What follows belongs to an exercise in optimizing a design on an open flow for small area and a short achievable clock period; a production flow would make more cautious choices. The RTL was checked by simulation tests, not by an equivalence proof against the original design.

==> flow/design.v, too long to show whole: its modules and the start of the top module <==
// module photon_tile: 1799 lines
module photon_tile #(
    parameter TILE_ID = 0,
    parameter OPTICAL_LATENCY = 10
)(
    input  wire                clk,
    input  wire                rst_n,
    input  wire [31:0]         q_amplitude,
    input  wire [31:0]         k_phase,
    input  wire                fire_pulse,
    output reg  [31:0]         digital_score,
    output reg                 score_valid
);
  // ...
==> flow/run.sh <==
#!/bin/bash
# synth_recipe.tcl (not shown) runs the flow's synth.tcl, then flattens the netlist and writes it again
# the make line also repeats each setting of config.mk as NAME=value (left out here)
make -C /OpenROAD-flow-scripts/flow DESIGN_CONFIG=/design/flow/config.mk WORK_HOME=/design/flow/orfs CLKGATE_MAP_FILE= SYNTH_SCRIPT=/design/flow/synth_recipe.tcl finish
==> flow/config.mk <==
export PLATFORM = sky130hd
export DESIGN_NAME = photon_tile
export DESIGN_NICKNAME = photon_tile
export VERILOG_FILES = /design/flow/design.v
export SDC_FILE = /design/flow/constraint.sdc
export NUM_CORES = 4
export LEC_CHECK = 0
export CAP_MARGIN = 20
export CORE_MARGIN = 2
export CORE_UTILIZATION = 40
export SLEW_MARGIN = 20
==> flow/constraint.sdc <==
create_clock -name core_clock -period 10.0 [get_ports {clk}]
set_input_delay 2.0000 -clock core_clock [delete_from_list [all_inputs] [get_ports {clk}]]
set_output_delay 2.0000 -clock core_clock [all_outputs]
set_load 0.01 [all_outputs]
==> impl_metrics.toml, run 1 <==
[outcome]
outcome = "timing/DRC/antenna clean"

[critical_path]
crit_required_ns = 10.50
critPathLaunch = "b0[4]$_DFF_P_"
slowest_stage = "dfxtp_1"
critPathLaunchType = "flip-flop"
r2r_end = "r1[85]$_DFF_P_"
critPathMaxStageDelay_ns = 1.03
path_class = "flip-flop to flip-flop"

[pwr]
p_comb_share_pct = 29.1
seqPwrFrac_pct = 43.5
clock_power_share_pct = 27.3
seq-power_mw = 3.12
p_clk_mw = 1.96

[floorplan]
core_um2 = 60200
dieWidth_um = 250
taps = 782
die_area_um2 = 62700

[clock_network]
post_cts_buffers = 0
clockRootBuffer = "clkbuf_16"

[detailed_routing]
drtIter0Drc = 706
wl_met1_mm = 22.3

[synth]
synth_top_family_by_area = "adder cells"
ys.flop_type = "dfxtp_1"
yosysWarnings = 1
syn_area_per_cell_um2 = 11.9
yosysMostFrequentCell = "dfxtp_1"
ys_types = 14

[timing]
timing.hold.ws_ns = 0.305
setup_violations = 0
finalCriticalPeriod_ns = 4.27
finalHoldViolCount = 0

[global_route]
grt_max_degree = 44
use_met1_pct = 23.5

[worst_hold_path]
min_from = "r3[35]$_DFF_P_"

[final_layout]
stdcell_count = 2952
multi_input_area_um2 = 12400
area_dominant_class = "multi-input gates"
fin_nets = 2659
seq_share_pct = 36.5
layout_common_cells = "dfxtp_1 (454), fa_1 (435), inv_1 (376)"
reg_top3 = "r1: 86 flops, r2: 53 flops, r3: 47 flops"

[place]
hpwl_mm = 38.9
==> inputs of run 2 (changes only) <==
==> flow/flow/run.sh (new file) <==
#!/bin/bash
set -euo pipefail
MARGIN=$(cat flow/margin.txt)
bash standard.sh SETUP_SLACK_MARGIN=$MARGIN finish > standard_flow.log 2>&1
==> flow/flow/margin.txt (new file) <==
6.8
==> flow/standard.sh (new file) <==
#!/bin/bash
# synth_recipe.tcl (not shown) runs the flow's synth.tcl, then flattens the netlist and writes it again
# the make line also repeats each setting of config.mk as NAME=value (left out here)
make -C /OpenROAD-flow-scripts/flow DESIGN_CONFIG=/design/flow/config.mk WORK_HOME=/design/flow/orfs CLKGATE_MAP_FILE= SYNTH_SCRIPT=/design/flow/synth_recipe.tcl "${@:-finish}"
--- a/flow/config.mk
+++ b/flow/config.mk
@@ -9,3 +9,4 @@
 export CORE_MARGIN = 2
 export CORE_UTILIZATION = 40
+export CTS_BUF_LIST = sky130_fd_sc_hd__clkbuf_4 sky130_fd_sc_hd__clkbuf_8
 export SLEW_MARGIN = 20
removed: flow/run.sh
==> run 2 against run 1 <==
Worst hold slack worse by 0.0091 ns. Area after synthesis stayed put. Global-route usage is 2.5 points higher. Via count rose by 9.4%. Count of clock-buffer cells in the layout rose by 51. Worst setup slack improved by 0.72 ns. Synthesized cell count unchanged. First-iteration DRC count rose by 37%. Routed wire length rose by 16%. Sequential cell count unchanged. Final cell count increased by 6.4%. Non-clock buffer count increased by 138.
==> impl_metrics.toml, run 2 <==
[clock_network]
worstSkewPairLatency_ns = 0.68
clockRootBuffer = "clkbuf_8"
path_clk_slew_ns = 0.07
clock-sinks = 497
cts-htree-levels = 3
cts_tree = "built"
numCtsBuffers = 79
cts.path.max_buffers = 3
cts.hold.buffers_added = 0

[synth]
synth-edff-count = 0
synth_top_area_cell = "dfxtp_1"
yosysMostFrequentCell = "dfxtp_1"
postSynthCellCount = 2045
synth.area.top_cells = "dfxtp_1 (37%), fa_1 (36%), and2_1 (6.8%)"
async_flop_share_pct = 8.65
synth_area_um2 = 24300
ys_types = 14
syn_area_per_cell_um2 = 11.9
netlist_top_cells_count = "dfxtp_1 (454), fa_1 (435), inv_1 (376)"
synth_seq_cells = 497
ys.flop_type = "dfxtp_1"
synth_top_area_share_pct = 37.4
synth_nets = 2577
yosysWarnings = 1
yosysSeqAreaShare_pct = 41.8

[detailed_routing]
drtIter0Drc = 966
ant_nets = 0
top_layer = "met4"
wire_per_inst_um = 19.8
viasPerCell = 4.64
drc = 0
dr_total_vias = 14556
wl_met2_mm = 28.9
wirelength_mm = 62.2
dr_wl_met3_mm = 5.18
first_pass_iters = 5
wl_met1_mm = 24.9

[timing]
finalMaxSlewViolations = 0
max_slew.worst_pin.slew_ns = 0.863
rsz0062_at_grt = "yes"
timing.hold.ws_ns = 0.296
setup_violations = 0
finalHoldViolCount = 0
fin_tns_setup_ns = 0
finalCriticalPeriod_ns = 3.55
post-route-period-util_pct = 35.5
skew_ns = 0.0461
max_clock_freq_mhz = 282
relSlewSlack_pct = 42.5

[critical_path]
critPathLaunchType = "flip-flop"
cp_data_arrival_time_ns = 4.10
path_class = "flip-flop to flip-flop"
crit_required_ns = 10.56
cp-end-kind = "flip-flop"
crit_path_max_fanout = 3
path_cells = "buf_12 -> and2_1 -> fa_1 -> inv_1 -> fa_1 -> fa_1 -> inv_2 -> fa_2 -> xor2_1 -> xnor2_1 -> xnor2_1 -> xnor2_1 -> xnor3_1"
slowest_stage = "fa_1"
critPathMaxStageDelay_ns = 0.52

[place]
portBuffers = 99
gp_congestion = 0.894
hpwl_mm = 38.1

[floorplan]
dieWidth_um = 250
die_area_um2 = 62700
initial_core_util_pct = 40.3
die_height_um = 250
ioPinCount = 100
core_um2 = 60200
rows = 90

[pwr]
finalPower_mw = 7.39
p_per_area_nw_per_um2 = 244
p_leak_nw = 13.4
ir_drop_uv = 145

[final_layout]
layout_common_cells = "dfxtp_1 (401), inv_1 (328), nand2_1 (288)"
fin_nets = 2825
drive_gt1_share_pct = 27.0
area_growth_pct = 24.6
reg_top3 = "r1: 86 flops, r2: 53 flops, r3: 47 flops"
layout_commonest_cell = "dfxtp_1"
largest_register_ffs = 86
fillers = 5245
regMostFlops = "r1"

[global_route]
grt_max_degree = 44
grt_pass1_wl_mm = 95.2
grt.overflow.total = 0
grt_antenna_before_repair = 2
grt_pass1_vias = 16231
grtUsageTotal_pct = 20.7

[run]
max-cap-violations = 0

[worst_hold_path]
hp-class = "flip-flop to flip-flop"

[outcome]
outcome = "timing/DRC/antenna clean"
## run 2: cell counts after synthesis
Identical to the previous run, type by type.
## run 2: critical path, delay by kind of cell, from the launching register on
family,cells,cell delay (ns)
buffers and inverters,3,0.23
and+or+nand+nor,1,0.14
xor gates and xnor gates,5,0.85
DFF,1,0.35
adders and majority gates,4,1.86
## run 2: logic make-up (layout without fill, tap and decap cells)
logic type                 count (synthesis)  after routing  synth area share (%)
and+or+nand+nor                          560            560                  11.4
adders and majority gates                465            465                  37.4
DFF                                      497            497                  41.8
buffers and inverters                    463            773                  7.20
other                                      0              3                     0
xor gates and xnor gates                  60             60                  2.22
## run 2: cell type report
type                       instances  area, µm²  share of cell area, %
antenna                            3       7.51                 0.0248
clock buffer                     122       1510                   4.99
clock inverter                    21        344                   1.14
inverter                         376       1410                   4.66
multi-input combinational       1085      12900                   42.7
sequential                       497      10300                   34.2
tap                              782        978                   3.23
timing repair buffer             254       2760                   9.10
## run 2: worst paths after layout
path | slack, ns | cells after the start | endpoint | from
max in group asynchronous | 8.27 | 1 | digital_score[22]$_DFF_PN0_ | rst_n
min reg2reg | 0.30 | 0 | prod8[31]$_DFF_P_ | prod7[31]$_DFF_P_
max reg2reg | 6.45 | 13 | r1[85]$_DFF_P_ | b0[7]$_DFF_P_
min in group asynchronous | 1.32 | 1 | digital_score[8]$_DFF_PN0_ | rst_n
max | 6.45 | 13 | r1[85]$_DFF_P_ | b0[7]$_DFF_P_
min | 0.30 | 0 | prod8[31]$_DFF_P_ | prod7[31]$_DFF_P_
## run 2: repair_timing
action                                  CTS  global route
pin swaps                               117            91
cloned                                   12             2
buffers inserted                        109            17
endpoints found under the setup margin  109            77
resized for setup                       474            90
## run 2: routing by layer
layer  global-route usage (%)  vias to the layer above
met5                        0                        -
met3                     5.24                      174
met4                     10.3                        0
met1                     26.0                     7438
met2                     33.3                      649
li1                         -                     6295
## run 2: report_power, final
part	internal [mW]	switching, mW
clock	1.16	0.799
sequential	2.85	0.238
combinational	1.10	1.24
## run 2: through the flow
| stage | area (µm²) | setup WS, ns | utilization, % | std cells |
|---|---|---|---|---|
| after floorplan | 24600 | 6.58 | - | 2045 |
| after global placement | 26100 | 5.75 | 43.3 | 2854 |
| after detailed placement | 26100 | 5.86 | 43.3 | 2854 |
| after CTS | 29900 | 6.43 | 49.6 | 3118 |
| after global routing | 30300 | 6.31 | 50.2 | 3139 |
| final | 30300 | 6.45 | 50.2 | 3140 |

## static timing again, ports no longer ideal
How much do the figures lean on ideal ports? The routed layouts below were timed once more, with nothing changed but the port constraints.
Step 1 sets driving cells, clkbuf_16 on the clock port and buf_2 on the other inputs (assumed; they add their load-dependent delay and slew).
Step 2 times the ports against the registers' clock, not the clock port: input delays grow and output delays shrink by t, the midpoint of the rising clock arrivals with the driver on.
Slacks: ideal ports / drivers / drivers and shift; pairs: ideal ports / drivers.
| run | t (ns) | setup slack, ns | latest minus earliest clock arrival (ns) |
|---|---|---|---|
| run 1 | 0.651 | 5.728 / 5.728 / 5.728 | 0.053 / 0.053 |
| run 2 | 0.710 | 6.452 / 6.452 / 6.452 | 0.046 / 0.046 |
After both steps setup and hold are still met in every run listed.
